Background: an optimization exercise with open tools, aiming at small area. Do not read the settings as production practice.
The RTL was checked by simulation tests, not by an equivalence proof against the original design.
Power and IR drop assume default switching activity.

Setup of yarrow:
Design top_level, start of the top module:
module top_level(
                rst,
                CLK100MHZ,
                i_switch,
                o_led,
                o_tx,
                o_rx
                );
Size in the first run: roughly 1600 cells after synthesis, about 24000 um2 of cells after synthesis.
==> flow/config.mk <==
export PLATFORM = sky130hd
export DESIGN_NAME = top_level
export DESIGN_NICKNAME = top_level
export VERILOG_FILES = /design/flow/design.v
export SDC_FILE = /design/flow/constraint.sdc
export NUM_CORES = 4
export LEC_CHECK = 0
export ABC_AREA = 1
export CAP_MARGIN = 20
export CORE_MARGIN = 2
export CORE_UTILIZATION = 75
export CTS_BUF_LIST = sky130_fd_sc_hd__clkbuf_8
export CTS_CLUSTER_DIAMETER = 60
export CTS_CLUSTER_SIZE = 18
export SLEW_MARGIN = 20
==> flow/constraint.sdc <==
create_clock -name core_clock -period 10.0 [get_ports {CLK100MHZ}]
set_input_delay 2.0000 -clock core_clock [delete_from_list [all_inputs] [get_ports {CLK100MHZ}]]
set_output_delay 2.0000 -clock core_clock [all_outputs]
set_load 0.01 [all_outputs]
standard.sh (not shown) runs the stock make flow with config.mk's settings and CLKGATE_MAP_FILE= SYNTH_SCRIPT=/design/flow/synth_recipe.tcl, a recipe that flattens the netlist after the stock synthesis.
==> flow/flow/run.sh <==
#!/bin/bash
# Layout flow: the standard flow with these changes:
# - synthesis skips the quick "abc -fast" pass at the end of Yosys's fine
#   stage, so that extract_fa sees the full adders of the RTL as written
#   (abc -fast restructures them and extract_fa then surrounds the adders it
#   finds with inverters);
# - the final technology mapping uses flow/abc_map.script, an area-oriented
#   ABC script, instead of ORFS's abc_area.script;
# - after synthesis, flow/bubble.py moves inverters across full-adder cells
#   (a full adder is self-dual), which removes some inverters; registers and
#   all other cells are untouched;
# - ports are buffered with sky130_fd_sc_hd__buf_1 instead of the delay
#   buffer buffer_ports picks by default.
# Everything else, including the naming and flattening of synth_recipe.tcl and
# all steps after synthesis, is the standard flow.
set -euo pipefail
W=$PWD
ABC_SCRIPT="$W/flow/abc_map.script"
R="$W/orfs/results/$FLOW_PLATFORM/top_level/base"
sed -e 's/synth -top \$::env(DESIGN_NAME) -run fine: {\*}\$synth_full_args/synth -top $::env(DESIGN_NAME) -run fine: -noabc {*}$synth_full_args/' \
    -e "s#^source \$::env(SCRIPTS_DIR)/synth_preamble.tcl\$#&\nset my_i [expr {[lsearch \$abc_args -script] + 1}]\nset abc_args [lreplace \$abc_args \$my_i \$my_i $ABC_SCRIPT]#" \
    "$FLOW_HOME/scripts/synth.tcl" > "$W/synth_custom.tcl"
grep -q -- '-run fine: -noabc' "$W/synth_custom.tcl" || { echo "could not patch synth.tcl (abc -fast)" >&2; exit 1; }
grep -q -- "$ABC_SCRIPT" "$W/synth_custom.tcl" || { echo "could not patch synth.tcl (abc script)" >&2; exit 1; }
sed "s#source \$::env(SCRIPTS_DIR)/synth.tcl#source $W/synth_custom.tcl#" synth_recipe.tcl > "$W/synth_recipe_custom.tcl"
grep -q "synth_custom.tcl" "$W/synth_recipe_custom.tcl" || { echo "could not patch synth_recipe.tcl" >&2; exit 1; }
MAKEVARS=(SYNTH_SCRIPT="$W/synth_recipe_custom.tcl" BUFFER_PORTS_ARGS="-buffer_cell sky130_fd_sc_hd__buf_1")
bash standard.sh "${MAKEVARS[@]}" "$R/1_2_yosys.v" > "$W/flow_synth.log" 2>&1
cp "$R/1_2_yosys.v" "$W/1_2_yosys_before_bubble.v"
python3 "$W/flow/bubble.py" "$W/1_2_yosys_before_bubble.v" "$R/1_2_yosys.v" > "$W/bubble.log" 2>&1
bash standard.sh "${MAKEVARS[@]}" finish > "$W/flow_make.log" 2>&1
Other scripts of this flow, unchanged in this note and not shown: flow/flow/abc_map.script, flow/flow/bubble.py
### yarrow -> garnet
Settings: CTS_CLUSTER_SIZE now 14, was 18; CTS_CLUSTER_DIAMETER now 80, was 60.
garnet: PASS, flow complete, no timing, DRC or antenna violations. Clock skew was lower in the run labelled yarrow. Transition time of the tightest slew-check pin | garnet above yarrow. garnet ended up with a higher total power than yarrow did.
diff inputs: garnet => quartz
Settings: CTS_CLUSTER_SIZE now 28, was 14; CTS_BUF_LIST now sky130_fd_sc_hd__clkbuf_16, was sky130_fd_sc_hd__clkbuf_8; CTS_CLUSTER_DIAMETER now 60, was 80.
==> summary.txt <==
In quartz, the number of antenna violations at the first check in global routing came out 4 above the value in garnet. For total length of routed wires, dividing the value from quartz by the value from garnet gives 1.12. Going from garnet to quartz, data required time at the worst endpoint shrinks by 0.07 ns. The post-route cell area reported for quartz is greater than that of garnet by 330 um2. The sequential fraction of design power number comes out lower for quartz vs garnet. The total met3 wirelength after detailed routing reported for quartz is greater than that of garnet by about 55%. On clock period minus worst slack: between garnet and quartz, it ends up lower for quartz. quartz against garnet; count of clock-buffer cells in the layout is down by more than a quarter. Top metal layer carrying routed signals = met4: garnet; top metal layer carrying routed signals = met5: quartz. Re synthesis-to-finish area growth: garnet was lower than quartz. Number of buffers created by CTS (quartz over garnet): decrease, 22.

## what the ideal ports hide
The flow's constraints put no driver on any port. The routed layouts listed below were extracted and timed again, unchanged, in two steps.
Step 1 assumes that a clkbuf_16 drives the clock port and a buf_2 every other input.
Step 2 times the ports against the registers' clock, not the clock port: input delays grow and output delays shrink by t, the midpoint of the rising clock arrivals with the driver on.
Three values: no drivers, after step 1, after step 2; two values: the first two.
| run | t, ns | setup WS [ns] | slew at the worst register clock pin (ns) |
|---|---|---|---|
| yarrow | 0.682 | 0.340 / 0.340 / 0.340 | 0.11 / 0.11 |
| garnet | 0.697 | 0.314 / 0.314 / 0.314 | 0.09 / 0.09 |
| quartz | 0.619 | 0.395 / 0.395 / 0.395 | 0.12 / 0.12 |
After both steps setup and hold are still met in every run listed.
